Source: an optimization exercise on an open RTL-to-GDS flow (aim: small area and a short achievable clock period). Production flows keep margins and buffers that such runs may drop.
In this exercise RTL edits were held to simulation tests only and were not proved equivalent to the original.
No activity file was given, so power comes from the tool's default toggle rates.

## flow/design.v (module list and top-level ports; edited modules follow where they fit)
// module mul: 2244 lines
// module mul_pg: 4 lines
// module mul_g: 3 lines
// module mul_fa: 4 lines
module mul(clk,reset,opcode,go,
	   src_A,
	   src_B,
	   src_hilo,
	   rob_ptr_in,
	   gpr_prf_ptr_in,
	   hilo_prf_ptr_in,
	   y,complete,
	   rob_ptr_out,
	   gpr_prf_ptr_val_out,
	   gpr_prf_ptr_out,
	   hilo_prf_ptr_val_out,
	   hilo_prf_ptr_out);
  // ...
==> flow/flow/run.sh <==
#!/bin/bash
set -euo pipefail
bash standard.sh SETUP_SLACK_MARGIN=7.2 "BUFFER_PORTS_ARGS=-buffer_cell sky130_fd_sc_hd__buf_2" finish > make_finish.log 2>&1
==> flow/standard.sh <==
#!/bin/bash
# synth_recipe.tcl (not shown) runs the flow's synth.tcl, then flattens the netlist and writes it again
# the make line also repeats each setting of config.mk as NAME=value (left out here)
make -C /OpenROAD-flow-scripts/flow DESIGN_CONFIG=/design/flow/config.mk WORK_HOME=/design/flow/orfs CLKGATE_MAP_FILE= SYNTH_SCRIPT=/design/flow/synth_recipe.tcl "${@:-finish}"
==> flow/config.mk <==
export PLATFORM = sky130hd
export DESIGN_NAME = mul
export DESIGN_NICKNAME = mul
export VERILOG_FILES = /design/flow/design.v
export SDC_FILE = /design/flow/constraint.sdc
export NUM_CORES = 4
export LEC_CHECK = 0
export CAP_MARGIN = 20
export CORE_MARGIN = 2
export CORE_UTILIZATION = 55
export CTS_CLUSTER_SIZE = 50
export SLEW_MARGIN = 20
export SYNTH_HIERARCHICAL = 1
export SYNTH_MINIMUM_KEEP_SIZE = 0
==> flow/constraint.sdc <==
create_clock -name core_clock -period 10.5 [get_ports {clk}]
set_input_delay 2.1000 -clock core_clock [delete_from_list [all_inputs] [get_ports {clk}]]
set_output_delay 2.1000 -clock core_clock [all_outputs]
set_load 0.01 [all_outputs]
==> results.sh, run 1 <==
export IMPL_status="no timing/DRC/antenna violations"
export IMPL_setup_viol=0
export IMPL_critPathLaunch="r0_a[24]"
export IMPL_hold_path_depth=0
export IMPL_power_total_uw=14500
export IMPL_combPwrFrac=0.676
export IMPL_peakVddDrop_v=0.0002501
export IMPL_clkPwrFrac=0.136
export IMPL_wl_met1_um=45490
export IMPL_tns_ps=0
export IMPL_worstSetupPathType="reg -> reg"
export IMPL_power_leakage_uw=0.01777
export IMPL_routedWlPerCell_um=28.98
export IMPL_wirelength_um=122400
export IMPL_ys_ff_latch=448
export IMPL_multi_input_cells=2352
export IMPL_place_gp_congestion=0.9466
export IMPL_synth_simple_gate_area_frac=0.04627
export IMPL_sw_frac_of_total=0.4289
export IMPL_drt_pass1_iter_count=9
export IMPL_dp_hpwl_um=71150
export IMPL_hold_path_class="reg -> reg"
export IMPL_multi_input_area_share=0.6064
export IMPL_ff2ff_setup_slack_ps=6940
export IMPL_synth_edf_count=0
export IMPL_slowest_stage="fa_1"
export IMPL_final_util=0.6675
export IMPL_max_stage_delay_ps=560
export IMPL_cp_top_family="adder cells"
export IMPL_drv_cap=0
export IMPL_crit_end="r1_t[90]"
export IMPL_initial_utilization=0.5549
export IMPL_dieArea_um2=66850
export IMPL_dpl_cell_count=3998
export IMPL_regArea_um2=9154
export IMPL_synth_area_mux_share=0
==> inputs of run 2 (changes only) <==
==> flow/flow/run.sh (replaced) <==
#!/bin/bash
set -euo pipefail
bash standard.sh SETUP_SLACK_MARGIN=6.7 "BUFFER_PORTS_ARGS=-buffer_cell sky130_fd_sc_hd__buf_2" finish > make_finish.log 2>&1
--- a/flow/config.mk
+++ b/flow/config.mk
@@ -8,6 +8,5 @@
 export CAP_MARGIN = 20
 export CORE_MARGIN = 2
-export CORE_UTILIZATION = 55
-export CTS_CLUSTER_SIZE = 50
+export CORE_UTILIZATION = 40
 export SLEW_MARGIN = 20
 export SYNTH_HIERARCHICAL = 1
==> run 2 against run 1 <==
Flip-flop and latch count is the same. Via count shrank 8.6%. Utilization shrank 22 points. Critical path type unchanged.
==> results.sh, run 2 <==
export IMPL_status="no timing/DRC/antenna violations"
export IMPL_synth_top_area_share=0.2983
export IMPL_drt_pass1_iter_count=7
export IMPL_nets=3988
export IMPL_cp_max_fo=33
export IMPL_largest_reg_flops=191
export IMPL_slowest_stage="dfxtp_2"
export IMPL_fp_dieH_um=302.5
export IMPL_reg2reg_depth=6
export IMPL_slew_violations=0
export IMPL_dp_hpwl_um=71470
export IMPL_dieArea_um2=91510
export IMPL_max_stage_delay_ps=1030
export IMPL_numClockSinks=448
export IMPL_syn_avg_cell_area_um2=11.21
export IMPL_clk_latency_ps=630
export IMPL_finalCriticalPeriod_ps=3758
export IMPL_holdBufCountCts=0
export IMPL_synth_async_sr_flop_share=0
export IMPL_grt_usage=0.2412
export IMPL_post_synth_top_count_cell="xnor2_1"
export IMPL_initial_utilization=0.4033
export IMPL_final_period_utilization=0.3579
export IMPL_r2r_end="r1_t[90]"
export IMPL_area_growth_pct=10.27
export IMPL_ios=232
export IMPL_critPathLaunch="r0_a[1]"
export IMPL_synth_edf_count=0
export IMPL_dr_first_iter_drc_count=2699
export IMPL_overflow=0
export IMPL_syn_area_um2=35640
export IMPL_dieWidth_um=302.5
export IMPL_grt_start_max_net_pins=65
export IMPL_grt_pass1_wl_um=166700
export IMPL_final_common_cell="xnor2_1"
export IMPL_portBuffers=231
export IMPL_min_to="r2_gpr[1]"
export IMPL_hold_path_class="reg -> reg"
export IMPL_startpoint_type="flip-flop"
export IMPL_setup_slack_ps=6742
export IMPL_cts_made_buffers=51
export IMPL_regMostFlops="r1_t"
export IMPL_final_cell_mix="xnor2_1, fa_1, a22oi_1"
export IMPL_maxSlewHeadroom=0.2670
export IMPL_regToRegStartpoint="r0_a[1]"
export IMPL_final_layout_size_suffix_gt1_frac=0.1353
export IMPL_synth_cells=3178
export IMPL_worstPathCellList="a22oi_1 -> xnor2_1 -> fa_1 -> fa_1 -> fa_1 -> fa_1"
export IMPL_yosysSeqAreaShare=0.2516
export IMPL_clkPwrFrac=0.134
export IMPL_worst_setup_path_end_kind="flip-flop"
export IMPL_cts_tree="yes"
export IMPL_power_leakage_uw=0.01610
export IMPL_finClkSkew_ps=31.28
export IMPL_fin_cells=4390
export IMPL_dpl_cell_count=4298
export IMPL_root_buffer="clkbuf_16"
export IMPL_timing_hold_ws_ps=323.6
export IMPL_clk_pin_slew_worst_paths_ps=60
export IMPL_yosysWarnings=7
export IMPL_ff2ff_setup_slack_ps=6740
export IMPL_setup_viol=0
export IMPL_min_from="r1_gpr[1]"
export IMPL_clockBufferDepth=3
export IMPL_cts_htree_levels=2
export IMPL_yosys_area_top_type="fa_1"
export IMPL_crit_arrival_ps=4230
export IMPL_hold_violations=0
export IMPL_dp_slack_ps=6599
export IMPL_postCtsSetupBuffers=0
export IMPL_combPwrFrac=0.664
export IMPL_cp_common_cell="fa_1"
export IMPL_drv_cap=0
export IMPL_wirelength_um=109000
export IMPL_sw_frac_of_total=0.4345
export IMPL_routedWlPerCell_um=24.83
export IMPL_antenna_found_initial=11
export IMPL_rows=109
export IMPL_detail_route_antenna_nets=0
export IMPL_seqPwrFrac=0.202
export IMPL_netSwitchingPower_uw=5954
export IMPL_first_global_vias=26180
export IMPL_grt_setup_unrepaired="no"
export IMPL_synthTopCellsByArea="fa_1, dfxtp_1, xnor2_1"
export IMPL_tns_ps=0
export IMPL_design_core_area_um2=88370
export IMPL_worst_slew_pin_slew_ps=1100
export IMPL_reg_top3="r1_t x191, r0_h x64, r2_y x64"
export IMPL_viasPerCell=5.645
export IMPL_intPower_uw=7750
export IMPL_clock_fmax_mhz=266.1
export IMPL_synth_ff_type="dfxtp_1"
export IMPL_powerDensity_nw_per_um2=348.7
export IMPL_fillers=8260
export IMPL_place_gp_congestion=0.8915
export IMPL_synthesis_nets=3980
export IMPL_hold_path_depth=0
export IMPL_ys_ff_latch=448
export IMPL_peakVddDrop_v=0.0003150
export IMPL_vias=24780
export IMPL_worstSetupPathType="reg -> reg"
export IMPL_crit_required_ps=10980
export IMPL_post_route_drc_count=0
export IMPL_synth_common_cells="xnor2_1, fa_1, a22oi_1"
export IMPL_cts_resized_gates=22
export IMPL_synth_cell_types=30
export IMPL_power_total_uw=13700
==> run 2: how the worst max path moves through the flow <==
stage,to,cells after the start,slack (ps)
global placement,r1_t[107],7,6630
detailed placement,r1_t[102],7,6600
CTS,r1_t[102],7,6730
finish,r1_t[90],6,6740
global route,r1_t[105],8,6700
floorplan,r1_t[108],9,7020
==> run 2: worst max-delay path: cells and delay by family (launching register included) <==
family,cells,cell delay [ps]
AOI/OAI and AO/OA,1,250
xor gates and xnor gates,1,280
adders and majority gates,4,2050
DFF,1,1030
==> run 2: logic make-up (layout without fill, tap and decap cells) <==
| group | after synthesis | in the layout | synth area share |
|---|---|---|---|
| AOI/OAI and AO/OA | 731 | 731 | 0.1523 |
| xor gates and xnor gates | 672 | 672 | 0.1672 |
| adders and majority gates | 650 | 650 | 0.3400 |
| buffers and inverters | 378 | 423 | 0.04248 |
| DFF | 448 | 448 | 0.2516 |
| other | 0 | 2 | 0 |
| and+or+nand+nor | 299 | 299 | 0.04627 |
==> run 2: per-module statistics from Yosys, one instance, submodules excluded <==
module / area (µm²) / times used
mul: 22840 / 1
mul_fa: 20.02 / 531
mul_g: 7.507 / 62
mul_pg: 13.76 / 124
==> run 2: final cells by class <==
type                            count  area (µm²)  share of cell area
Antenna cell                        2       5.005           0.0001273
Multi-Input combinational cell   2352       25160              0.6401
Tap cell                         1165        1458             0.03709
Timing Repair Buffer              293        1727             0.04393
Clock buffer                       75        1518             0.03862
Inverter                           40       150.1            0.003820
Clock inverter                     15       196.4            0.004998
Sequential cell                   448        9090              0.2313
==> run 2: metrics by stage <==
| step | cell area, µm² | util |
|---|---|---|
| floorplan | 35640 | - |
| global placement | 37420 | 0.4234 |
| detailed placement | 37420 | 0.4234 |
| CTS | 39190 | 0.4434 |
| global route | 39300 | 0.4447 |
| finish | 39300 | 0.4447 |
==> run 2: power by group through the flow <==
| stage | combinational (µW) | clock (µW) | sequential [µW] |
|---|---|---|---|
| finish | 9100 | 1840 | 2770 |
| global route | 10300 | 1950 | 2820 |
| CTS | 9140 | 1890 | 2770 |
| detailed placement | 9070 | 0 | 2810 |
| global placement | 8980 | 0 | 2800 |
| floorplan | 6460 | 0 | 2730 |
==> run 2: metal layers <==
layer | share of wire | track usage
met2 | 0.44 | 0.3681
met4 | 0.026 | 0.06791
met5 | 0.0015 | 0.008799
met3 | 0.11 | 0.06910
met1 | 0.43 | 0.3335
==> inputs of run 3 (changes only) <==
==> flow/flow/run.sh (replaced) <==
#!/bin/bash
set -euo pipefail
bash standard.sh SETUP_SLACK_MARGIN=6.5 "BUFFER_PORTS_ARGS=-buffer_cell sky130_fd_sc_hd__buf_2" finish > make_finish.log 2>&1
==> run 3 against run 2 <==
Combinational power barely moved. Cell area fell by 0.36%. Routed wire length rose by 0.24%. Global-route usage barely moved. Power barely moved. Register-to-register slack got worse by 200 ps. Non-clock buffer count did not move. Die area did not move. Fmax fell by 5.1%. First-iteration DRC count rose by 3.0%. Flip-flop and latch count did not move.
==> results.sh, run 3 <==
export IMPL_status="no timing/DRC/antenna violations"
export IMPL_synthesis_nets=3980
export IMPL_syn_avg_cell_area_um2=11.21
export IMPL_worst_slew_pin_slew_ps=1085
export IMPL_peakVddDrop_v=0.0003062
export IMPL_tns_ps=0
export IMPL_synth_ff_type="dfxtp_1"
export IMPL_numClockSinks=448
export IMPL_yosysWarnings=7
export IMPL_final_layout_size_suffix_gt1_frac=0.1353
export IMPL_synth_top_area_share=0.2983
export IMPL_hold_path_class="reg -> reg"
export IMPL_slew_violations=0
export IMPL_grt_pass1_wl_um=166500
export IMPL_clock_fmax_mhz=252.4
export IMPL_vias=24760
export IMPL_clk_latency_ps=630
export IMPL_reg2reg_depth=7
export IMPL_synth_common_cells="xnor2_1, fa_1, a22oi_1"
export IMPL_routedWlPerCell_um=24.87
export IMPL_startpoint_type="flip-flop"
export IMPL_setup_viol=0
export IMPL_synth_cells=3178
export IMPL_first_global_vias=26200
export IMPL_reg_top3="r1_t x191, r0_h x64, r2_y x64"
export IMPL_rows=109
export IMPL_ys_ff_latch=448
export IMPL_fp_dieH_um=302.5
export IMPL_grt_usage=0.2411
export IMPL_dieWidth_um=302.5
export IMPL_regMostFlops="r1_t"
export IMPL_drv_cap=0
export IMPL_synthTopCellsByArea="fa_1, dfxtp_1, xnor2_1"
export IMPL_largest_reg_flops=191
export IMPL_cp_max_fo=33
export IMPL_min_from="r1_gpr[1]"
export IMPL_root_buffer="clkbuf_16"
export IMPL_grt_start_max_net_pins=65
export IMPL_ios=232
export IMPL_dp_hpwl_um=71470
export IMPL_clockBufferDepth=3
export IMPL_antenna_found_initial=11
export IMPL_dr_first_iter_drc_count=2780
export IMPL_crit_arrival_ps=4460
export IMPL_portBuffers=231
export IMPL_maxSlewHeadroom=0.2770
export IMPL_min_to="r2_gpr[1]"
export IMPL_final_period_utilization=0.3773
export IMPL_nets=3988
export IMPL_cts_made_buffers=51
export IMPL_clk_pin_slew_worst_paths_ps=60
export IMPL_grt_setup_unrepaired="yes"
export IMPL_worstSetupPathType="reg -> reg"
export IMPL_post_synth_top_count_cell="xnor2_1"
export IMPL_drt_pass1_iter_count=8
export IMPL_finClkSkew_ps=35.79
export IMPL_finalCriticalPeriod_ps=3961
export IMPL_final_cell_mix="xnor2_1, fa_1, a22oi_1"
export IMPL_place_gp_congestion=0.8915
export IMPL_syn_area_um2=35640
export IMPL_synth_cell_types=30
export IMPL_area_growth_pct=9.872
export IMPL_wirelength_um=109200
export IMPL_synth_async_sr_flop_share=0
export IMPL_regToRegStartpoint="r0_a[12]"
export IMPL_post_route_drc_count=0
export IMPL_hold_path_depth=0
export IMPL_yosys_area_top_type="fa_1"
export IMPL_worst_setup_path_end_kind="flip-flop"
export IMPL_timing_hold_ws_ps=323.6
export IMPL_r2r_end="r1_t[102]"
export IMPL_dieArea_um2=91510
export IMPL_powerDensity_nw_per_um2=349.8
export IMPL_initial_utilization=0.4033
export IMPL_detail_route_antenna_nets=0
export IMPL_synth_edf_count=0
export IMPL_crit_required_ps=11000
export IMPL_cts_htree_levels=2
export IMPL_ff2ff_setup_slack_ps=6540
export IMPL_yosysSeqAreaShare=0.2516
export IMPL_cts_tree="yes"
export IMPL_power_leakage_uw=0.01606
export IMPL_hold_violations=0
export IMPL_viasPerCell=5.638
export IMPL_overflow=0
export IMPL_final_common_cell="xnor2_1"
export IMPL_design_core_area_um2=88370
-- run 3: cell counts after synthesis --
No cell type changed its count.
-- run 3: report_power, final --
group / total, µW / switching (µW) / internal [µW]
logic: 9100 / 4890 / 4210
registers: 2770 / 327 / 2440
clock network: 1830 / 739 / 1090
total: 13700 / 5960 / 7740
-- run 3: timing repair --
| action | 4_1_cts | 5_1_grt |
|---|---|---|
| buffers inserted | 0 | 0 |
| hold buffers | 0 | 0 |
| setup endpoints to repair | 0 | 10 |
| resized for setup | 0 | 7 |
-- run 3: how the worst max path moves through the flow --
stage / depth (start not counted) / slack (ps) / start / to
floorplan: 9 / 7020 / r0_one[4] / r1_t[108]
global placement: 7 / 6630 / r0_one[8] / r1_t[107]
detailed placement: 7 / 6600 / r0_one[8] / r1_t[102]
CTS: 7 / 6590 / r0_one[8] / r1_t[102]
global route: 7 / 6490 / r0_a[22] / r1_t[90]
finish: 7 / 6540 / r0_a[12] / r1_t[102]
-- run 3: worst max-delay path: stages, from the launching register on --
cell and delay (ps):
dfxtp_2 980, a22oi_1 230, xnor2_1 210, fa_1 510
fa_1 510, fa_1 530, fa_1 420, fa_1 450
-- run 3: final cells by class --
| type | count | area (µm²) |
|---|---|---|
| diodes | 4 | 10.01 |
| clock buffers | 75 | 1518 |
| clock inverters | 15 | 196.4 |
| fillers | 8273 | 49220 |
| inverters | 40 | 150.1 |
| multi-input cells | 2352 | 25160 |
| flip-flops and latches | 448 | 9047 |
| well taps | 1165 | 1458 |
| repair buffers | 293 | 1622 |
-- run 3: Yosys stat by module (local to each module, per instance) --
module,times used,flops+latches
mul,1,448
mul_fa,531,0
mul_g,62,0
mul_pg,124,0
-- run 3: kinds of logic after synthesis --
logic type / synth area share
xor+xnor: 0.1672
compound gates: 0.1523
fa+ha+maj: 0.3400
flops: 0.2516
simple gates: 0.04627
buf+inv: 0.04248
-- run 3: per-layer routing --
layer	track usage	up-vias	part of all wire	routed length, µm
li1	-	10630	-	-
met3	0.07075	250	0.11	12170
met2	0.3679	1437	0.44	47930
met5	0.008799	-	0.0015	165
met1	0.3317	12430	0.42	46100
met4	0.06990	16	0.026	2876
-- run 3: through the flow --
step | worst slack (ps) | total power [µW] | util | instances | cell area, µm²
4_1_cts | 6585 | 13800 | 0.4428 | 4388 | 39130
2_1_floorplan | 7024 | 9197 | - | 3178 | 35640
3_3_place_gp | 6625 | 11770 | 0.4234 | 4298 | 37420
6_report | 6539 | 13700 | 0.4431 | 4392 | 39160
5_1_grt | 6494 | 15090 | 0.4430 | 4388 | 39150
3_5_place_dp | 6599 | 11880 | 0.4234 | 4298 | 37420
==> inputs of run 4 (changes only) <==
==> flow/flow/run.sh (replaced) <==
#!/bin/bash
set -euo pipefail
bash standard.sh SETUP_SLACK_MARGIN=6.85 "BUFFER_PORTS_ARGS=-buffer_cell sky130_fd_sc_hd__buf_2" finish > make_finish.log 2>&1
==> run 4 against run 3 <==
Utilization increased by 0.91 points. Hold slack about the same. Die area did not move. Count of clock-buffer cells in the layout unchanged. Cell area up 2.1%. Flip-flop and latch count unchanged. Sequential share of layout area down 0.34 points. Setup slack improved by 330 ps. Largest power group unchanged. Critical endpoint is now r1_t[90]. Critical path depth is 1 higher. Fmax is 9.2% higher. Still clean on timing, DRC and antenna.
==> results.sh, run 4 <==
export IMPL_area_growth_pct=12.14
export IMPL_clock_fmax_mhz=275.6
export IMPL_cts_htree_levels=2
export IMPL_final_common_cell="xnor2_1"
export IMPL_grt_pass1_wl_um=166600
export IMPL_grt_setup_unrepaired="no"
export IMPL_synth_async_sr_flop_share=0
export IMPL_antenna_found_initial=10
export IMPL_dpl_cell_count=4298
export IMPL_final_period_utilization=0.3455
export IMPL_powerDensity_nw_per_um2=345.2
export IMPL_design_core_area_um2=88370
export IMPL_ys_ff_latch=448
export IMPL_largest_reg_flops=191
export IMPL_synth_top_area_share=0.2983
export IMPL_finalCriticalPeriod_ps=3628
export IMPL_sw_frac_of_total=0.4349
export IMPL_startpoint_type="flip-flop"
export IMPL_dp_slack_ps=6599
export IMPL_clk_latency_ps=630
export IMPL_routedWlPerCell_um=25.35
export IMPL_worstPathCellList="clkbuf_8 -> a22oi_1 -> xnor2_1 -> fa_1 -> fa_1 -> fa_1 -> fa_1 -> fa_1"
export IMPL_post_route_drc_count=0
export IMPL_crit_arrival_ps=4100
export IMPL_setup_slack_ps=6872
export IMPL_drt_pass1_iter_count=6
export IMPL_yosysSeqAreaShare=0.2516
export IMPL_clockBufferDepth=3
export IMPL_detail_route_antenna_nets=0
export IMPL_dieArea_um2=91510
export IMPL_dpl_cell_area_um2=37420
export IMPL_synth_common_cells="xnor2_1, fa_1, a22oi_1"
export IMPL_gr_usage_met1=0.3319
export IMPL_fp_dieH_um=302.5
export IMPL_dieWidth_um=302.5
export IMPL_worst_setup_path_end_kind="flip-flop"
export IMPL_numClockSinks=448
export IMPL_status="no timing/DRC/antenna violations"
export IMPL_initial_utilization=0.4033
export IMPL_slew_violations=0
export IMPL_regMostFlops="r1_t"
export IMPL_syn_area_um2=35640
export IMPL_fin_cells=4404
export IMPL_final_cell_mix="xnor2_1, fa_1, a22oi_1"
export IMPL_rows=109
export IMPL_dp_hpwl_um=71470
export IMPL_root_buffer="clkbuf_16"
export IMPL_clk_pin_slew_worst_paths_ps=60
export IMPL_first_global_vias=26150
export IMPL_grt_busiest_layer="met2"
export IMPL_clkPwrFrac=0.133
export IMPL_yosysWarnings=7
export IMPL_place_gp_congestion=0.8915
export IMPL_combPwrFrac=0.667
export IMPL_synth_cell_types=30
export IMPL_slowest_stage="fa_1"
export IMPL_ios=232
export IMPL_peakVddDrop_v=0.0003153
export IMPL_portBuffers=231
export IMPL_drv_cap=0
export IMPL_finClkSkew_ps=34.06
export IMPL_cp_max_fo=34
export IMPL_vias=24950
export IMPL_max_stage_delay_ps=610
export IMPL_hold_violations=0
export IMPL_synthesis_nets=3980
export IMPL_power_leakage_uw=0.01636
export IMPL_syn_avg_cell_area_um2=11.21
export IMPL_tns_ps=0
export IMPL_intPower_uw=7798
export IMPL_netSwitchingPower_uw=6000
export IMPL_yosys_area_top_type="fa_1"
export IMPL_cts_made_buffers=51
export IMPL_setup_viol=0
export IMPL_viasPerCell=5.666
export IMPL_final_layout_size_suffix_gt1_frac=0.1408
export IMPL_crit_required_ps=10970
export IMPL_hold_path_class="reg -> reg"
export IMPL_synth_ff_type="dfxtp_1"
export IMPL_grt_start_max_net_pins=65
export IMPL_synth_edf_count=0
export IMPL_ff2ff_setup_slack_ps=6870
export IMPL_cts_tree="yes"
export IMPL_post_synth_top_count_cell="xnor2_1"
export IMPL_synth_cells=3178
export IMPL_reg_top3="r1_t x191, r0_h x64, r2_y x64"
export IMPL_grt_usage=0.2408
export IMPL_cp_common_cell="fa_1"
export IMPL_overflow=0
export IMPL_gr_usage_met3=0.07010
export IMPL_met2_usage=0.3670
export IMPL_dr_first_iter_drc_count=2755
export IMPL_final_area_um2=39970
export IMPL_nets=4003
export IMPL_seqPwrFrac=0.200
export IMPL_worst_slew_pin_slew_ps=798.6
export IMPL_wirelength_um=111700
export IMPL_synthTopCellsByArea="fa_1, dfxtp_1, xnor2_1"
export IMPL_worstSetupPathType="reg -> reg"
export IMPL_maxSlewHeadroom=0.4676
## run 4: cell counts after synthesis
Identical to the previous run, type by type.
## run 4: area by class of cell
cell class              count  area, µm²
diodes                      1      2.502
repair buffers            308       2377
flip-flops and latches    448       9097
fillers                  8178      48410
clock inverters            15      196.4
clock buffers              75       1518
well taps                1165       1458
inverters                  40      150.1
multi-input cells        2352      25170
## run 4: power groups by stage
stage	clock network [µW]	registers (µW)	logic, µW
floorplan	0	2730	6460
finish	1840	2750	9210
global route	1950	2810	10400
global placement	0	2800	8980
CTS	1890	2770	9140
detailed placement	0	2810	9070
## run 4: timing repair
action | in CTS | in global routing
resized for setup | 55 | 105
hold buffers | 0 | 0
setup endpoints to repair | 34 | 34
setup buffers | 0 | 15
## run 4: path summary, 6_finish.rpt
path                            startpoint  cells past startpoint   endpoint
worst max-delay path             r0_one[2]                      8   r1_t[90]
worst min-delay path             r1_gpr[1]                      0  r2_gpr[1]
worst max register to register   r0_one[2]                      8   r1_t[90]
worst min register to register   r1_gpr[1]                      0  r2_gpr[1]
## run 4: critical path: cells and delay by family, from the launching register on
kind / cells / cell delay, ps
compound gates: 1 / 130
fa+ha+maj: 5 / 2510
xor+xnor: 1 / 180
buf+inv: 1 / 320
flops: 1 / 320
## run 4: layer usage
metal | vias to the layer above | wire length [µm]
li1 | 10660 | -
met1 | 12490 | 46540
met2 | 1514 | 48140
met3 | 276 | 12820
met4 | 18 | 3997
met5 | - | 165
## run 4: cells by family (layout without fill, tap and decap cells)
| logic type | count (synthesis) | count (layout) | share of synthesized area |
|---|---|---|---|
| buf+inv | 378 | 438 | 0.04248 |
| flops | 448 | 448 | 0.2516 |
| fa+ha+maj | 650 | 650 | 0.3400 |
| other cells | 0 | 1 | 0 |
| compound gates | 731 | 731 | 0.1523 |
| simple gates | 299 | 299 | 0.04627 |
| xor+xnor | 672 | 672 | 0.1672 |
## run 4: Yosys stat by module (local to each module, per instance)
module,times used,cells inside
mul,1,2337
mul_fa,531,1
mul_pg,124,2
mul_g,62,1
## run 4: stage by stage
stage	hold slack [ps]	power, µW	util
global placement	309.6	11770	0.4234
detailed placement	313.5	11880	0.4234
floorplan	309.6	9197	-
global route	330.6	15180	0.4522
CTS	325.5	13800	0.4448
finish	323.6	13800	0.4522
==> inputs of run 5 (changes only) <==
==> flow/flow/run.sh (replaced) <==
#!/bin/bash
set -euo pipefail
bash standard.sh SETUP_SLACK_MARGIN=7.0 "BUFFER_PORTS_ARGS=-buffer_cell sky130_fd_sc_hd__buf_2" finish > make_finish.log 2>&1
==> run 5 against run 4 <==
Highest routed layer unchanged. Via count is 4.2% higher. Clock skew is 2.5 ps higher. Flip-flop and latch count stayed put. Setup slack better by 110 ps. Cell area is 4.3% higher. Utilization is 2.0 points higher. Fmax is 3.1% higher.
==> results.sh, run 5 <==
export IMPL_final_period_utilization=0.3353
export IMPL_overflow=0
export IMPL_nets=4085
export IMPL_synthesis_nets=3980
export IMPL_worstPathCellList="buf_12 -> buf_4 -> a22oi_2 -> xnor2_2 -> fa_1 -> fa_1 -> fa_1 -> fa_2 -> fa_1"
export IMPL_syn_avg_cell_area_um2=11.21
export IMPL_synth_ff_type="dfxtp_1"
export IMPL_slew_violations=0
export IMPL_grt_setup_unrepaired="yes"
export IMPL_clock_fmax_mhz=284.1
export IMPL_cts_made_buffers=51
export IMPL_worst_setup_path_end_kind="flip-flop"
export IMPL_synth_async_sr_flop_share=0
export IMPL_final_cell_mix="xnor2_1, fa_1, a22oi_1"
export IMPL_clockBufferDepth=3
export IMPL_dieArea_um2=91510
export IMPL_final_common_cell="xnor2_1"
export IMPL_post_synth_top_count_cell="xnor2_1"
export IMPL_reg_top3="r1_t x191, r0_h x64, r2_y x64"
export IMPL_finalCriticalPeriod_ps=3520
export IMPL_routedWlPerCell_um=26.94
export IMPL_dp_slack_ps=6599
export IMPL_antenna_found_initial=11
export IMPL_dieWidth_um=302.5
export IMPL_numClockSinks=448
export IMPL_synthTopCellsByArea="fa_1, dfxtp_1, xnor2_1"
export IMPL_max_stage_delay_ps=590
export IMPL_yosysSeqAreaShare=0.2516
export IMPL_ios=232
export IMPL_grt_start_max_net_pins=65
export IMPL_multi_input_area_um2=25320
export IMPL_grt_pass1_wl_um=171500
export IMPL_grt_usage=0.2505
export IMPL_finClkSkew_ps=36.51
export IMPL_synth_common_cells="xnor2_1, fa_1, a22oi_1"
export IMPL_fillers=8020
export IMPL_crit_arrival_ps=4010
export IMPL_powerDensity_nw_per_um2=337.2
export IMPL_clk_pin_slew_worst_paths_ps=70
export IMPL_regMostFlops="r1_t"
export IMPL_synth_cells=3178
export IMPL_yosys_area_top_type="fa_1"
export IMPL_yosysWarnings=7
export IMPL_portBuffers=231
export IMPL_maxSlewHeadroom=0.4746
export IMPL_cp_common_cell="fa_1"
export IMPL_worstSetupPathType="reg -> reg"
export IMPL_area_growth_pct=16.98
export IMPL_setup_viol=0
export IMPL_vias=26010
export IMPL_setup_slack_ps=6980
export IMPL_ys_ff_latch=448
export IMPL_worst_slew_pin_slew_ps=788.2
export IMPL_hold_path_class="reg -> reg"
export IMPL_post_route_drc_count=0
export IMPL_power_total_uw=14060
export IMPL_regArea_um2=9184
export IMPL_dr_first_iter_drc_count=3407
export IMPL_tns_ps=0
export IMPL_viasPerCell=5.796
export IMPL_place_gp_congestion=0.8915
export IMPL_clk_latency_ps=630
export IMPL_first_global_vias=26850
export IMPL_peakVddDrop_v=0.0003244
export IMPL_hold_violations=0
export IMPL_synth_edf_count=0
export IMPL_crit_required_ps=10990
export IMPL_startpoint_type="flip-flop"
export IMPL_synth_cell_types=30
export IMPL_status="no timing/DRC/antenna violations"
export IMPL_detail_route_antenna_nets=0
export IMPL_wirelength_um=120900
export IMPL_root_buffer="clkbuf_16"
export IMPL_cp_max_fo=13
export IMPL_dp_hpwl_um=71470
export IMPL_initial_utilization=0.4033
export IMPL_power_leakage_uw=0.01711
export IMPL_final_layout_size_suffix_gt1_frac=0.1819
export IMPL_largest_reg_flops=191
export IMPL_drt_pass1_iter_count=7
export IMPL_syn_area_um2=35640
export IMPL_design_core_area_um2=88370
export IMPL_drv_cap=0
export IMPL_synth_top_area_share=0.2983
export IMPL_final_util=0.4718
export IMPL_cts_htree_levels=2
export IMPL_fp_dieH_um=302.5
export IMPL_rows=109
export IMPL_slowest_stage="fa_1"
export IMPL_holdBufCountCts=0
export IMPL_cts_tree="yes"
[run 5: cell counts after synthesis]
Identical to the previous run, type by type.
[run 5: power breakdown]
part / switching, µW / internal, µW / total, µW
sequential: 318 / 2440 / 2760
clock: 747 / 1090 / 1840
combinational: 5030 / 4430 / 9460
total: 6100 / 7960 / 14100
[run 5: metrics by stage]
stage / area, µm² / std cells / hold slack [ps]
CTS: 40140 / 4412 / 325.5
global placement: 37420 / 4298 / 309.6
floorplan: 35640 / 3178 / 309.6
global route: 41690 / 4485 / 330.6
finish: 41690 / 4487 / 323.6
detailed placement: 37420 / 4298 / 313.5
[run 5: layer usage]
layer	vias up	part of all wire	track usage
met2	1870	0.42	0.3723
met1	12920	0.40	0.3335
met3	350	0.13	0.08636
li1	10850	-	-
met4	18	0.050	0.1005
met5	-	0.0013	0.009317
[run 5: worst max-delay path: cells and delay by family (launching register included)]
family / cells / cell delay, ps
flip-flops: 1 / 370
AO/OA/AOI/OAI: 1 / 170
XOR/XNOR: 1 / 110
adder cells (fa/ha/maj): 5 / 2400
buffers and inverters: 2 / 310
[run 5: area by class of cell]
cell class              count  share of cell area
diodes                      2           0.0001200
clock buffers              75             0.03640
clock inverters            15            0.004711
inverters                  40            0.003601
multi-input cells        2352              0.6073
flip-flops and latches    448              0.2203
well taps                1165             0.03496
repair buffers            390             0.09261
[run 5: kinds of logic (layout without fill, tap and decap cells)]
logic type      Yosys count  count (layout)  synth area share
compound gates          731             731            0.1523
other cells               0               2                 0
xor+xnor                672             672            0.1672
buf+inv                 378             520           0.04248
fa+ha+maj               650             650            0.3400
flops                   448             448            0.2516
simple gates            299             299           0.04627
[run 5: per-module statistics from Yosys, one instance, submodules excluded]
module  cells inside  times used
mul             2337           1
mul_fa             1         531
mul_pg             2         124
mul_g              1          62
[run 5: path summary, 6_finish.rpt]
| path | from | to | slack, ps | cells past startpoint |
|---|---|---|---|---|
| max | r0_a[23] | r1_t[93] | 6980 | 9 |
| min | r1_gpr[1] | r2_gpr[1] | 320 | 0 |
| max reg2reg | r0_a[23] | r1_t[93] | 6980 | 9 |
| min reg2reg | r1_gpr[1] | r2_gpr[1] | 320 | 0 |
[run 5: timing repair]
action	CTS	global route
setup buffers	21	44
gates resized for setup	149	134
endpoints found under the setup margin	50	43
gates cloned	3	29
pin swaps	2	43
==> inputs of run 6 (changes only) <==
==> flow/flow/run.sh (replaced) <==
#!/bin/bash
set -euo pipefail
bash standard.sh SETUP_SLACK_MARGIN=6.7 "BUFFER_PORTS_ARGS=-buffer_cell sky130_fd_sc_hd__buf_1" finish > make_finish.log 2>&1
--- a/flow/config.mk
+++ b/flow/config.mk
@@ -9,4 +9,5 @@
 export CORE_MARGIN = 2
 export CORE_UTILIZATION = 40
+export CTS_BUF_LIST = sky130_fd_sc_hd__clkbuf_8
 export SLEW_MARGIN = 20
 export SYNTH_HIERARCHICAL = 1
==> run 6 against run 5 <==
Still clean. Non-clock buffer count shrank 92. Clock power decreased by about 10%. Area after synthesis is the same. Cell count fell by 0.91%. Critical path type unchanged. Largest cell class unchanged. First-iteration DRC count down 18%. Critical endpoint is now r1_t[90]. Register-to-register slack worse by 230 ps.
==> results.sh, run 6 <==
export IMPL_synth_edf_count=0
export IMPL_dr_first_iter_drc_count=2780
export IMPL_synthesis_nets=3980
export IMPL_detail_route_antenna_nets=0
export IMPL_min_to="r1_t[3]"
export IMPL_multi_input_area_um2=25160
export IMPL_ff2ff_setup_slack_ps=6750
export IMPL_hold_path_depth=0
export IMPL_powerDensity_nw_per_um2=349.9
export IMPL_ys_ff_latch=448
export IMPL_final_common_cell="xnor2_1"
export IMPL_timing_hold_ws_ps=317.8
export IMPL_crit_required_ps=11080
export IMPL_final_period_utilization=0.3568
export IMPL_grt_pass1_wl_um=169100
export IMPL_setup_viol=0
export IMPL_final_cell_mix="xnor2_1, fa_1, a22oi_1"
export IMPL_synth_cells=3178
export IMPL_numClockSinks=448
export IMPL_maxSlewHeadroom=0.4202
export IMPL_grt_usage=0.2465
export IMPL_peakVddDrop_v=0.0002550
export IMPL_worst_slew_pin_slew_ps=869.6
export IMPL_r2r_end="r1_t[90]"
export IMPL_cts_resized_gates=17
export IMPL_syn_area_um2=35640
export IMPL_viasPerCell=5.678
export IMPL_final_layout_size_suffix_gt1_frac=0.07530
export IMPL_reg_top3="r1_t x191, r0_h x64, r2_y x64"
export IMPL_rows=109
export IMPL_post_route_drc_count=0
export IMPL_finalCriticalPeriod_ps=3746
export IMPL_first_global_vias=26860
export IMPL_reg2reg_depth=7
export IMPL_dieArea_um2=91510
export IMPL_cts_made_buffers=79
export IMPL_clock_fmax_mhz=266.9
export IMPL_dp_slack_ps=6576
export IMPL_synth_async_sr_flop_share=0
export IMPL_yosys_area_top_type="fa_1"
export IMPL_cts_htree_levels=3
export IMPL_fillers=8428
export IMPL_hold_violations=0
export IMPL_yosysSeqAreaShare=0.2516
export IMPL_routedWlPerCell_um=25.16
export IMPL_clk_latency_ps=730
export IMPL_nets=4021
export IMPL_antenna_found_initial=8
export IMPL_hold_path_class="reg -> reg"
export IMPL_min_from="r0_h[1]"
export IMPL_drt_pass1_iter_count=9
export IMPL_place_gp_congestion=0.8831
export IMPL_tns_ps=0
export IMPL_largest_reg_flops=191
export IMPL_post_synth_top_count_cell="xnor2_1"
export IMPL_dieWidth_um=302.5
export IMPL_finClkSkew_ps=55.28
export IMPL_cts_tree="yes"
export IMPL_dp_hpwl_um=70580
export IMPL_root_buffer="clkbuf_8"
export IMPL_regToRegStartpoint="r0_a[16]"
export IMPL_postCtsSetupBuffers=0
export IMPL_power_leakage_uw=0.01555
export IMPL_slew_violations=0
export IMPL_fp_dieH_um=302.5
export IMPL_synth_common_cells="xnor2_1, fa_1, a22oi_1"
export IMPL_worstSetupPathType="reg -> reg"
export IMPL_yosysWarnings=7
export IMPL_setup_slack_ps=6754
export IMPL_synthTopCellsByArea="fa_1, dfxtp_1, xnor2_1"
export IMPL_regArea_um2=9072
export IMPL_wirelength_um=111900
export IMPL_clk_pin_slew_worst_paths_ps=60
export IMPL_clockBufferDepth=3
export IMPL_status="no timing/DRC/antenna violations"
export IMPL_synth_ff_type="dfxtp_1"
export IMPL_final_util=0.4408
export IMPL_initial_utilization=0.4033
export IMPL_design_core_area_um2=88370
export IMPL_startpoint_type="flip-flop"
export IMPL_syn_avg_cell_area_um2=11.21
export IMPL_grt_setup_unrepaired="yes"
export IMPL_portBuffers=231
export IMPL_drv_cap=0
export IMPL_ios=232
export IMPL_grt_start_max_net_pins=65
export IMPL_holdBufCountCts=0
export IMPL_overflow=0
export IMPL_crit_arrival_ps=4320
export IMPL_cp_max_fo=33
export IMPL_synth_top_area_share=0.2983
export IMPL_area_growth_pct=9.300
export IMPL_regMostFlops="r1_t"
export IMPL_synth_cell_types=30
export IMPL_vias=25240
export IMPL_worst_setup_path_end_kind="flip-flop"
[run 6: cell types whose count changed in the layout (fill, tap and decap cells not counted), moves of 31 or more]
cell	delta
clkbuf_16	-81
dfxtp_4	-31
buf_1	+231
clkbuf_8	+84
buf_12	-43
buf_2	-231
[run 6: kinds of logic after synthesis]
family,after synthesis,synth area share
XOR/XNOR,672,0.1672
AND/OR/NAND/NOR,299,0.04627
AO/OA/AOI/OAI,731,0.1523
flip-flops,448,0.2516
buffers and inverters,378,0.04248
adder cells (fa/ha/maj),650,0.3400
[run 6: worst max path at each step]
stage                     slack, ps  depth (start not counted)  startpoint        end
after CTS                      6680                          7     r0_a[6]  r1_t[107]
after global placement         6560                          7   r0_one[8]  r1_t[111]
after detailed placement       6580                          7    r0_a[12]  r1_t[107]
after global routing           6660                          8  r0_one[12]  r1_t[104]
after floorplan                7020                          9   r0_one[4]  r1_t[108]
final                          6750                          7    r0_a[16]   r1_t[90]
[run 6: layout make-up]
| cell class | instances | share of cell area |
|---|---|---|
| Antenna cell | 1 | 0.00006424 |
| Clock buffer | 99 | 0.03498 |
| Timing Repair Buffer | 298 | 0.03803 |
| Clock inverter | 43 | 0.006906 |
| Sequential cell | 448 | 0.2329 |
| Inverter | 40 | 0.003854 |
| Multi-Input combinational cell | 2352 | 0.6459 |
| Tap cell | 1165 | 0.03742 |
[run 6: power by group]
group / switching, µW / total, µW / internal (µW) / leakage, µW
Combinational: 5010 / 9220 / 4220 / 0.0109
Clock: 766 / 1650 / 885 / 0.000918
Sequential: 315 / 2760 / 2440 / 0.00376
[run 6: per-layer routing]
metal | wire length (µm) | part of all wire | GRT usage
met5 | 71 | 0.00063 | 0
met4 | 3965 | 0.035 | 0.09465
met3 | 13170 | 0.12 | 0.07877
met2 | 48150 | 0.43 | 0.3637
met1 | 46500 | 0.42 | 0.3371
[run 6: per-module statistics from Yosys, one instance, submodules excluded]
module,times used,flip-flops and latches,cells inside,cell area (µm²)
mul_fa,531,0,1,20.02
mul,1,448,2337,22840
mul_pg,124,0,2,13.76
mul_g,62,0,1,7.507
[run 6: metrics by stage]
stage	total power [µW]	std cells	cell area, µm²
6_report	13630	4446	38950
5_1_grt	14980	4446	38950
4_1_cts	13710	4445	38830
3_5_place_dp	11960	4303	37160
3_3_place_gp	11840	4303	37160
2_1_floorplan	9197	3178	35640
[run 6: worst max-delay path, cell delays in order (launching register included)]
cell and delay, ps:
dfxtp_4 720, a22oi_1 200, xnor2_1 170, fa_1 450, fa_1 590, fa_1 460
fa_1 510, fa_1 470
==> inputs of run 7 (changes only) <==
==> flow/flow/run.sh (replaced) <==
#!/bin/bash
set -euo pipefail
bash standard.sh SETUP_SLACK_MARGIN=6.85 "BUFFER_PORTS_ARGS=-buffer_cell sky130_fd_sc_hd__buf_1" finish > make_finish.log 2>&1
--- a/flow/config.mk
+++ b/flow/config.mk
@@ -10,4 +10,5 @@
 export CORE_UTILIZATION = 40
 export CTS_BUF_LIST = sky130_fd_sc_hd__clkbuf_8
+export PLACE_DENSITY = 0.75
 export SLEW_MARGIN = 20
 export SYNTH_HIERARCHICAL = 1
==> run 7 against run 6 <==
Non-clock buffer count is 1 higher. Flip-flop and latch count stayed put. Setup slack better by 110 ps. First-iteration DRC count is 19% higher. Utilization is 0.37 points higher. Cell count is 0.16% higher. Die area stayed put. Routed wire length is 2.6% lower. Clock power is 4% higher. Sequential power hardly changed. Global-route usage is 1.0 points lower. Critical endpoint is now r1_t[114].
==> results.sh, run 7 <==
export IMPL_status="no timing/DRC/antenna violations"
export IMPL_synth_cell_types=30
export IMPL_synth_top_area_share=0.2983
export IMPL_final_layout_size_suffix_gt1_frac=0.08224
export IMPL_yosysWarnings=7
export IMPL_area_growth_pct=10.21
export IMPL_vias=25810
export IMPL_syn_area_um2=35640
export IMPL_rows=109
export IMPL_hold_violations=0
export IMPL_power_total_uw=13810
export IMPL_synth_area_mux_share=0
export IMPL_largest_reg_flops=191
export IMPL_antenna_found_initial=4
export IMPL_startpoint_type="flip-flop"
export IMPL_slowest_stage="dfxtp_4"
export IMPL_cp_top_family="adder cells"
export IMPL_clk_pin_slew_worst_paths_ps=60
export IMPL_routedWlPerCell_um=24.47
export IMPL_place_gp_congestion=0.9530
export IMPL_maxSlewHeadroom=0.2882
export IMPL_powerDensity_nw_per_um2=351.6
export IMPL_overflow=0
export IMPL_hold_path_class="reg -> reg"
export IMPL_clk_latency_ps=740
export IMPL_yosysSeqAreaShare=0.2516
export IMPL_detail_route_antenna_nets=0
export IMPL_synth_common_cells="xnor2_1, fa_1, a22oi_1"
export IMPL_grt_pass1_wl_um=163700
export IMPL_synth_xor_area_frac=0.1672
export IMPL_initial_utilization=0.4033
export IMPL_multi_input_area_um2=25160
export IMPL_worst_slew_pin_slew_ps=1068
export IMPL_synth_ff_type="dfxtp_1"
export IMPL_dieArea_um2=91510
export IMPL_final_common_cell="xnor2_1"
export IMPL_dr_first_iter_drc_count=3296
export IMPL_regMostFlops="r1_t"
export IMPL_grt_start_max_net_pins=65
export IMPL_design_core_area_um2=88370
export IMPL_fillers=8110
export IMPL_yosys_area_top_type="fa_1"
export IMPL_worstSetupPathType="reg -> reg"
export IMPL_synthTopCellsByArea="fa_1, dfxtp_1, xnor2_1"
export IMPL_clockBufferDepth=3
export IMPL_drv_cap=0
export IMPL_final_util=0.4444
export IMPL_crit_required_ps=11080
export IMPL_slew_violations=0
export IMPL_ys_ff_latch=448
export IMPL_finClkSkew_ps=65.27
export IMPL_reg_top3="r1_t x191, r0_h x64, r2_y x64"
export IMPL_viasPerCell=5.796
export IMPL_critPathBufInv=0
export IMPL_synth_top_family_by_area="adder cells"
export IMPL_portBuffers=231
export IMPL_synth_cells=3178
export IMPL_grt_usage=0.2363
export IMPL_finalCriticalPeriod_ps=3639
export IMPL_crit_arrival_ps=4220
export IMPL_max_stage_delay_ps=690
export IMPL_post_route_drc_count=0
export IMPL_worstPathCellList="a22oi_1 -> xnor2_1 -> fa_1 -> fa_1 -> fa_1 -> fa_1 -> fa_1"
export IMPL_clock_fmax_mhz=274.8
export IMPL_synth_simple_gate_area_frac=0.04627
export IMPL_dp_hpwl_um=70030
export IMPL_synth_async_sr_flop_share=0
export IMPL_syn_avg_cell_area_um2=11.21
export IMPL_synth_edf_count=0
export IMPL_fp_dieH_um=302.5
export IMPL_cp_common_cell="fa_1"
export IMPL_cts_htree_levels=3
export IMPL_final_cell_mix="xnor2_1, fa_1, a22oi_1"
export IMPL_final_period_utilization=0.3466
export IMPL_peakVddDrop_v=0.0002911
export IMPL_cts_tree="yes"
export IMPL_cp_max_fo=33
export IMPL_tns_ps=0
export IMPL_synthesis_nets=3980
export IMPL_synthAdderAreaFrac=0.3400
export IMPL_setup_viol=0
export IMPL_worst_setup_path_end_kind="flip-flop"
export IMPL_drt_pass1_iter_count=7
export IMPL_numClockSinks=448
export IMPL_post_synth_top_count_cell="xnor2_1"
export IMPL_power_leakage_uw=0.01565
export IMPL_wirelength_um=109000
export IMPL_grt_setup_unrepaired="yes"
export IMPL_first_global_vias=27370
export IMPL_cts_made_buffers=81
export IMPL_ios=232
export IMPL_synth_compound_gate_area_share=0.1523
export IMPL_nets=4024
export IMPL_regArea_um2=9109
export IMPL_dieWidth_um=302.5
export IMPL_root_buffer="clkbuf_8"
==> run 7: cell counts after synthesis <==
No cell type changed its count.
==> run 7: worst register-to-register path: stages (launching register included) <==
cell and delay (ps):
dfxtp_4 690, a22oi_1 230, xnor2_1 210, fa_1 470, fa_1 570, fa_1 460
fa_1 420, fa_1 460
==> run 7: report_power, final <==
group | total, µW | switching, µW | internal [µW] | leakage, µW
Combinational | 9320 | 5100 | 4220 | 0.0110
Sequential | 2780 | 342 | 2440 | 0.00376
Clock | 1710 | 794 | 916 | 0.000923
Total | 13800 | 6230 | 7580 | 0.0157
==> run 7: per-stage QoR <==
step | hold slack [ps] | area [µm²] | setup slack (ps) | instances
finish | 321.6 | 39280 | 6861 | 4453
global route | 327.9 | 39270 | 6835 | 4450
CTS | 321.6 | 38920 | 6856 | 4441
detailed placement | 312.1 | 37130 | 6641 | 4297
global placement | 309.9 | 37130 | 6657 | 4297
floorplan | 309.6 | 35640 | 7024 | 3178
==> run 7: area by class of cell <==
type	count	area share
sequential	448	0.2319
timing repair buffer	299	0.04374
clock inverter	48	0.008919
multi-input combinational	2352	0.6405
tap	1165	0.03711
antenna	5	0.0003186
clock buffer	96	0.03364
inverter	40	0.003823
==> run 7: cells by family (layout without fill, tap and decap cells) <==
kind of cell    after synthesis  in the layout
compound gates              731            731
xor+xnor                    672            672
fa+ha+maj                   650            650
flops                       448            448
buf+inv                     378            483
simple gates                299            299
other cells                   0              5
==> run 7: layer usage <==
layer  vias up  share of wire  GRT usage
li1      10730              -          -
met1     12710           0.37     0.2937
met2      1947           0.44     0.3608
met3       422           0.13    0.07934
met4         2          0.055     0.1332
met5         -        0.00015          0
==> run 7: modules after synthesis, one instance, submodules excluded <==
| module | copies in the design | flip-flops and latches | cells | area (µm²) |
|---|---|---|---|---|
| mul_fa | 531 | 0 | 1 | 20.02 |
| mul_g | 62 | 0 | 1 | 7.507 |
| mul | 1 | 448 | 2337 | 22840 |
| mul_pg | 124 | 0 | 2 | 13.76 |
==> run 7: final timing paths <==
kind / startpoint / to / slack, ps / cells after the start
setup / recovery: r0_two[6] / r1_t[114] / 6860 / 7
setup reg to reg: r0_two[6] / r1_t[114] / 6860 / 7
hold / removal: r1_gpr[5] / r2_gpr[5] / 320 / 0
hold reg to reg: r1_gpr[5] / r2_gpr[5] / 320 / 0
==> run 7: what timing repair did <==
item / CTS / global route
hold buffers: 0 / 0
endpoints found under the setup margin: 35 / 37
setup buffers: 0 / 7
hold endpoints to repair: 0 / 0
resized for setup: 41 / 61
==> inputs of run 8 (changes only) <==
--- a/flow/config.mk
+++ b/flow/config.mk
@@ -10,5 +10,4 @@
 export CORE_UTILIZATION = 40
 export CTS_BUF_LIST = sky130_fd_sc_hd__clkbuf_8
-export PLACE_DENSITY = 0.75
 export SLEW_MARGIN = 20
 export SYNTH_HIERARCHICAL = 1
==> run 8 against run 7 <==
Clock power shrank 4%. Cell area grew 0.97%. Sequential share of layout area shrank 0.29 points. Area after synthesis is the same. Critical path depth did not move. Utilization rose by 0.43 points. Global-route usage up 0.97 points. Power decreased by 0.68%. Setup slack better by 33 ps.
==> results.sh, run 8 <==
export IMPL_maxSlewHeadroom=0.4778
export IMPL_overflow=0
export IMPL_dieArea_um2=91510
export IMPL_netSwitchingPower_uw=6118
export IMPL_synth_top_area_share=0.2983
export IMPL_dieWidth_um=302.5
export IMPL_clk_latency_ps=740
export IMPL_cts_htree_levels=3
export IMPL_regToRegStartpoint="r0_two[7]"
export IMPL_yosys_area_top_type="fa_1"
export IMPL_critPathBufInv=0
export IMPL_clk_pin_slew_worst_paths_ps=60
export IMPL_numClockSinks=448
export IMPL_synth_cell_types=30
export IMPL_drv_cap=0
export IMPL_largest_reg_flops=191
export IMPL_syn_avg_cell_area_um2=11.21
export IMPL_final_layout_size_suffix_gt1_frac=0.08252
export IMPL_syn_area_um2=35640
export IMPL_dp_slack_ps=6576
export IMPL_tns_ps=0
export IMPL_clkPwrFrac=0.121
export IMPL_cp_common_cell="fa_1"
export IMPL_synth_common_cells="xnor2_1, fa_1, a22oi_1"
export IMPL_worstPathCellList="a22oi_1 -> xnor2_1 -> fa_1 -> fa_1 -> fa_1 -> fa_1 -> fa_1"
export IMPL_clock_fmax_mhz=277.3
export IMPL_wl_met2_um=48600
export IMPL_antenna_found_initial=8
export IMPL_nets=4037
export IMPL_combPwrFrac=0.679
export IMPL_powerDensity_nw_per_um2=345.9
export IMPL_finalCriticalPeriod_ps=3607
export IMPL_cp_max_fo=33
export IMPL_startpoint_type="flip-flop"
export IMPL_power_leakage_uw=0.01583
export IMPL_place_gp_congestion=0.8831
export IMPL_wl_met3_um=14070
export IMPL_post_synth_top_count_cell="xnor2_1"
export IMPL_sw_frac_of_total=0.4460
export IMPL_synthTopCellsByArea="fa_1, dfxtp_1, xnor2_1"
export IMPL_crit_required_ps=11080
export IMPL_vias=25590
export IMPL_worstSetupPathType="reg -> reg"
export IMPL_wirelength_um=114400
export IMPL_drt_pass1_iter_count=6
export IMPL_setup_viol=0
export IMPL_cts_made_buffers=79
export IMPL_cp_top_family="adder cells"
export IMPL_grt_start_max_net_pins=65
export IMPL_clockBufferDepth=3
export IMPL_hold_violations=0
export IMPL_cts_tree="yes"
export IMPL_grt_pass1_wl_um=168800
export IMPL_yosysSeqAreaShare=0.2516
export IMPL_worst_slew_pin_slew_ps=783.3
export IMPL_dr_first_iter_drc_count=3062
export IMPL_final_common_cell="xnor2_1"
export IMPL_rows=109
export IMPL_synth_ff_type="dfxtp_1"
export IMPL_ys_ff_latch=448
export IMPL_crit_arrival_ps=4190
export IMPL_design_core_area_um2=88370
export IMPL_viasPerCell=5.732
export IMPL_portBuffers=231
export IMPL_synth_cells=3178
export IMPL_final_cell_mix="xnor2_1, fa_1, a22oi_1"
export IMPL_worst_setup_path_end_kind="flip-flop"
export IMPL_routedWlPerCell_um=25.63
export IMPL_intPower_uw=7599
export IMPL_seqPwrFrac=0.200
export IMPL_wl_met1_um=47020
export IMPL_holdBufCountCts=0
export IMPL_slowest_stage="dfxtp_4"
export IMPL_top_layer="met5"
export IMPL_finClkSkew_ps=54.10
export IMPL_ios=232
export IMPL_setup_slack_ps=6893
export IMPL_post_route_drc_count=0
export IMPL_detail_route_antenna_nets=0
export IMPL_max_stage_delay_ps=690
export IMPL_synth_edf_count=0
export IMPL_dp_hpwl_um=70580
export IMPL_status="no timing/DRC/antenna violations"
export IMPL_grt_usage=0.2460
export IMPL_grt_setup_unrepaired="yes"
export IMPL_yosysWarnings=7
export IMPL_regMostFlops="r1_t"
export IMPL_synthesis_nets=3980
export IMPL_fp_dieH_um=302.5
export IMPL_critPathLaunch="r0_two[7]"
export IMPL_hold_path_class="reg -> reg"
export IMPL_min_from="r0_h[1]"
export IMPL_peakVddDrop_v=0.0003200
export IMPL_initial_utilization=0.4033
export IMPL_synth_async_sr_flop_share=0
export IMPL_root_buffer="clkbuf_8"
export IMPL_slew_violations=0
export IMPL_area_growth_pct=11.28
export IMPL_first_global_vias=26780
export IMPL_final_period_utilization=0.3435
export IMPL_reg_top3="r1_t x191, r0_h x64, r2_y x64"
[run 8: repair_timing]
action,in CTS,in global routing
setup buffers,0,13
cloned,0,3
pin swaps,0,2
setup endpoints to repair,33,42
gates resized for setup,43,115
[run 8: area by class of cell]
type | instances | area [µm²]
clock buffers | 99 | 1363
flip-flops and latches | 448 | 9084
fillers | 8361 | 48720
clock inverters | 43 | 269.0
repair buffers | 314 | 2156
well taps | 1165 | 1458
inverters | 40 | 150.1
diodes | 3 | 7.507
multi-input cells | 2352 | 25170
[run 8: power groups by stage]
stage	Clock (µW)	Combinational, µW	Sequential (µW)
after CTS	1710	9240	2760
final	1650	9320	2740
after global routing	1800	10400	2800
after floorplan	0	6460	2730
after detailed placement	0	9160	2800
after global placement	0	9040	2790
[run 8: modules after synthesis (local to each module, per instance)]
module  flip-flops and latches  copies in the design  cells  cell area, µm²
mul                        448                     1   2337           22840
mul_fa                       0                   531      1           20.02
mul_pg                       0                   124      2           13.76
mul_g                        0                    62      1           7.507
[run 8: path summary, 6_finish.rpt]
kind	endpoint	slack, ps	cells past startpoint
min reg2reg	r1_t[3]	320	0
min	r1_t[3]	320	0
max reg2reg	r1_t[107]	6890	7
max	r1_t[107]	6890	7
[run 8: per-layer routing]
layer / GRT usage / vias to the layer above
li1: - / 10760
met1: 0.3385 / 12830
met2: 0.3632 / 1681
met3: 0.07562 / 311
met4: 0.09313 / 10
met5: 0 / -
[run 8: per-stage QoR]
| step | power [µW] | hold slack, ps | instances | utilization | cell area, µm² |
|---|---|---|---|---|---|
| floorplan | 9197 | 309.6 | 3178 | - | 35640 |
| global placement | 11840 | 309.8 | 4303 | 0.4205 | 37160 |
| detailed placement | 11960 | 312.1 | 4303 | 0.4205 | 37160 |
| CTS | 13710 | 316.1 | 4445 | 0.4405 | 38930 |
| global route | 15050 | 323.0 | 4464 | 0.4488 | 39660 |
| finish | 13720 | 317.8 | 4464 | 0.4488 | 39660 |
[run 8: kinds of logic after synthesis]
logic type / after synthesis / share of synthesized area
flip-flops: 448 / 0.2516
AND/OR/NAND/NOR: 299 / 0.04627
buffers and inverters: 378 / 0.04248
XOR/XNOR: 672 / 0.1672
AO/OA/AOI/OAI: 731 / 0.1523
adder cells (fa/ha/maj): 650 / 0.3400
==> inputs of run 9 (changes only) <==
--- a/flow/config.mk
+++ b/flow/config.mk
@@ -8,5 +8,5 @@
 export CAP_MARGIN = 20
 export CORE_MARGIN = 2
-export CORE_UTILIZATION = 40
+export CORE_UTILIZATION = 55
 export CTS_BUF_LIST = sky130_fd_sc_hd__clkbuf_8
 export SLEW_MARGIN = 20
==> run 9 against run 8 <==
Still clean on timing, DRC and antenna. Setup slack got worse by 11 ps. Flip-flop and latch count stayed put. Fmax is 0.30% lower. First-iteration DRC count fell by 1.8%. Cell area shrank 0.27%. Cell count fell by 6.6%. Synthesized cell count is the same. Clock power up 4%. Utilization up 17 points. Die area fell by 27%. Critical endpoint is now r1_t[114]. Largest power group unchanged.
==> results.sh, run 9 <==
export IMPL_syn_area_um2=35640
export IMPL_rows=93
export IMPL_drv_cap=0
export IMPL_final_common_cell="xnor2_1"
export IMPL_cp_max_fo=34
export IMPL_wirelength_um=110200
export IMPL_dieArea_um2=66850
export IMPL_hold_path_class="reg -> reg"
export IMPL_worstSetupPathType="reg -> reg"
export IMPL_initial_utilization=0.5549
export IMPL_dpl_cell_count=4000
export IMPL_regMostFlops="r1_t"
export IMPL_status="no timing/DRC/antenna violations"
export IMPL_ios=232
export IMPL_startpoint_type="flip-flop"
export IMPL_post_route_drc_count=0
export IMPL_fillers=5339
export IMPL_numClockSinks=448
export IMPL_fp_dieH_um=258.6
export IMPL_yosys_area_top_type="fa_1"
export IMPL_final_layout_size_suffix_gt1_frac=0.08736
export IMPL_place_gp_congestion=0.8839
export IMPL_synth_cell_types=30
export IMPL_reg_top3="r1_t x191, r0_h x64, r2_y x64"
export IMPL_dr_first_iter_drc_count=3007
export IMPL_drt_pass1_iter_count=6
export IMPL_synth_ff_type="dfxtp_1"
export IMPL_fin_cells=4170
export IMPL_hold_violations=0
export IMPL_post_synth_top_count_cell="xnor2_1"
export IMPL_synth_cells=3178
export IMPL_portBuffers=231
export IMPL_finClkSkew_ps=50.23
export IMPL_dp_hpwl_um=71070
export IMPL_final_period_utilization=0.3445
export IMPL_clockBufferDepth=3
export IMPL_synth_async_sr_flop_share=0
export IMPL_setup_slack_ps=6883
export IMPL_overflow=0
export IMPL_power_leakage_uw=0.01598
export IMPL_cts_made_buffers=80
export IMPL_powerDensity_nw_per_um2=346.3
export IMPL_dieWidth_um=258.6
export IMPL_cts_htree_levels=3
export IMPL_maxSlewHeadroom=0.3485
export IMPL_hold_path_depth=0
export IMPL_grt_start_max_net_pins=65
export IMPL_detail_route_antenna_nets=0
export IMPL_power_total_uw=13700
export IMPL_largest_reg_flops=191
export IMPL_crit_arrival_ps=4160
export IMPL_viasPerCell=6.183
export IMPL_clock_fmax_mhz=276.4
export IMPL_synth_edf_count=0
export IMPL_finalCriticalPeriod_ps=3617
export IMPL_dp_slack_ps=6508
export IMPL_reg2reg_depth=8
export IMPL_synth_top_area_share=0.2983
export IMPL_worst_setup_path_end_kind="flip-flop"
export IMPL_peakVddDrop_v=0.0003413
export IMPL_root_buffer="clkbuf_8"
export IMPL_ys_ff_latch=448
export IMPL_slew_violations=0
export IMPL_cts_tree="yes"
export IMPL_grt_usage=0.3252
export IMPL_design_core_area_um2=64230
export IMPL_crit_required_ps=11040
export IMPL_antenna_found_initial=9
export IMPL_yosysWarnings=7
export IMPL_clk_pin_slew_worst_paths_ps=60
export IMPL_tns_ps=0
export IMPL_syn_avg_cell_area_um2=11.21
export IMPL_grt_pass1_wl_um=165400
export IMPL_final_cell_mix="xnor2_1, fa_1, a22oi_1"
export IMPL_clk_latency_ps=710
export IMPL_regArea_um2=9066
export IMPL_multi_input_area_um2=25220
export IMPL_setup_viol=0
export IMPL_synth_common_cells="xnor2_1, fa_1, a22oi_1"
export IMPL_area_growth_pct=10.97
export IMPL_nets=4048
export IMPL_grt_setup_unrepaired="yes"
export IMPL_yosysSeqAreaShare=0.2516
export IMPL_first_global_vias=27620
export IMPL_routedWlPerCell_um=26.43
export IMPL_synthTopCellsByArea="fa_1, dfxtp_1, xnor2_1"
export IMPL_synthesis_nets=3980
export IMPL_holdBufCountCts=0
export IMPL_worst_slew_pin_slew_ps=977.2
export IMPL_vias=25790
## run 9: final timing paths
| check | startpoint | end | slack [ps] |
|---|---|---|---|
| worst min register to register | r1_gpr[3] | r2_gpr[3] | 320 |
| worst min-delay path | r1_gpr[3] | r2_gpr[3] | 320 |
| worst max register to register | r0_one[2] | r1_t[114] | 6880 |
| worst max-delay path | r0_one[2] | r1_t[114] | 6880 |
## run 9: modules after synthesis, one instance, submodules excluded
module  area [µm²]  cells  copies in the design  flip-flops and latches
mul          22840   2337                     1                     448
mul_fa       20.02      1                   531                       0
mul_pg       13.76      2                   124                       0
mul_g        7.507      1                    62                       0
## run 9: layer usage
metal | GRT usage | wire length, µm | vias to the layer above
met1 | 0.4363 | 43470 | 13040
li1 | - | - | 10770
met5 | 0 | 48 | -
met4 | 0.1179 | 3936 | 8
met2 | 0.4990 | 49110 | 1665
met3 | 0.1001 | 13640 | 302
## run 9: logic make-up after synthesis
group                      Yosys count  share of synthesized area
AOI/OAI and AO/OA                  731                     0.1523
xor gates and xnor gates           672                     0.1672
adders and majority gates          650                     0.3400
DFF                                448                     0.2516
buffers and inverters              378                    0.04248
and+or+nand+nor                    299                    0.04627
## run 9: cell type report
type | instances | share of cell area
multi-input cells | 2352 | 0.6377
flip-flops and latches | 448 | 0.2292
repair buffers | 324 | 0.05837
clock buffers | 101 | 0.03515
well taps | 855 | 0.02705
clock inverters | 43 | 0.008288
inverters | 40 | 0.003796
diodes | 7 | 0.0004429
## run 9: critical path, cell delays in order, from the launching register on
cell	delay, ps
dfxtp_1	330
buf_12	170
o21ai_1	260
xor2_2	300
fa_1	500
fa_1	590
fa_1	440
fa_1	410
fa_1	430
## run 9: stage by stage
step | hold WS [ps] | util | cell area [µm²]
after floorplan | 309.6 | - | 35640
after global placement | 310.1 | 0.5731 | 36810
after detailed placement | 312.1 | 0.5731 | 36810
after CTS | 325.1 | 0.6031 | 38740
after global routing | 331.7 | 0.6156 | 39540
final | 323.9 | 0.6158 | 39550
## run 9: power breakdown
part           switching (µW)  total, µW  internal, µW
combinational            4990       9260          4270
sequential                270       2710          2440
clock                     766       1720           956
## run 9: what timing repair did
| item | in CTS | in global routing |
|---|---|---|
| endpoints found under the setup margin | 42 | 32 |
| resized for setup | 64 | 125 |
| cloned | 0 | 4 |
| pin swaps | 0 | 9 |
| setup buffers | 0 | 15 |

## what the ideal ports hide
Ports are ideal in the flow. The routed layouts listed here were re-timed in OpenROAD. Step 1: set_driving_cell puts a clkbuf_16 on clk and a buf_2 on each other input, an assumption about the parent block. Step 2, shift: input delay + t, output delay - t, t = (earliest + latest rising clock arrival at the registers) / 2. This alone moves slack from input paths to output paths. Three values: ideal ports, drivers, drivers and shift; two values: the first two.
run	t (ns)	setup slack, ns	worst hold slack (ns)	slew at the worst register clock pin (ns)	worst data-port slew with drivers (ns)
run 1	0.672	6.945 / 6.945 / 6.783	0.324 / 0.324 / 0.324	0.07 / 0.07	0.08
run 2	0.675	6.742 / 6.742 / 6.742	0.324 / 0.324 / 0.324	0.08 / 0.08	0.09
run 3	0.674	6.539 / 6.539 / 6.539	0.324 / 0.324 / 0.324	0.08 / 0.08	0.09
run 4	0.677	6.872 / 6.872 / 6.745	0.324 / 0.324 / 0.324	0.08 / 0.08	0.10
run 5	0.681	6.980 / 6.980 / 6.750	0.324 / 0.324 / 0.324	0.08 / 0.08	0.09
run 6	0.764	6.754 / 6.754 / 6.745	0.318 / 0.318 / 0.318	0.08 / 0.08	0.10
run 7	0.772	6.861 / 6.861 / 6.861	0.322 / 0.322 / 0.322	0.07 / 0.07	0.10
run 8	0.770	6.893 / 6.893 / 6.760	0.318 / 0.318 / 0.318	0.08 / 0.08	0.10
run 9	0.742	6.883 / 6.883 / 6.861	0.324 / 0.324 / 0.324	0.07 / 0.07	0.08
After both steps every run listed still meets setup and hold. The setup slack of run 5, which loses most, moves by 0.000 ns with the drivers and by -0.230 ns with both steps.
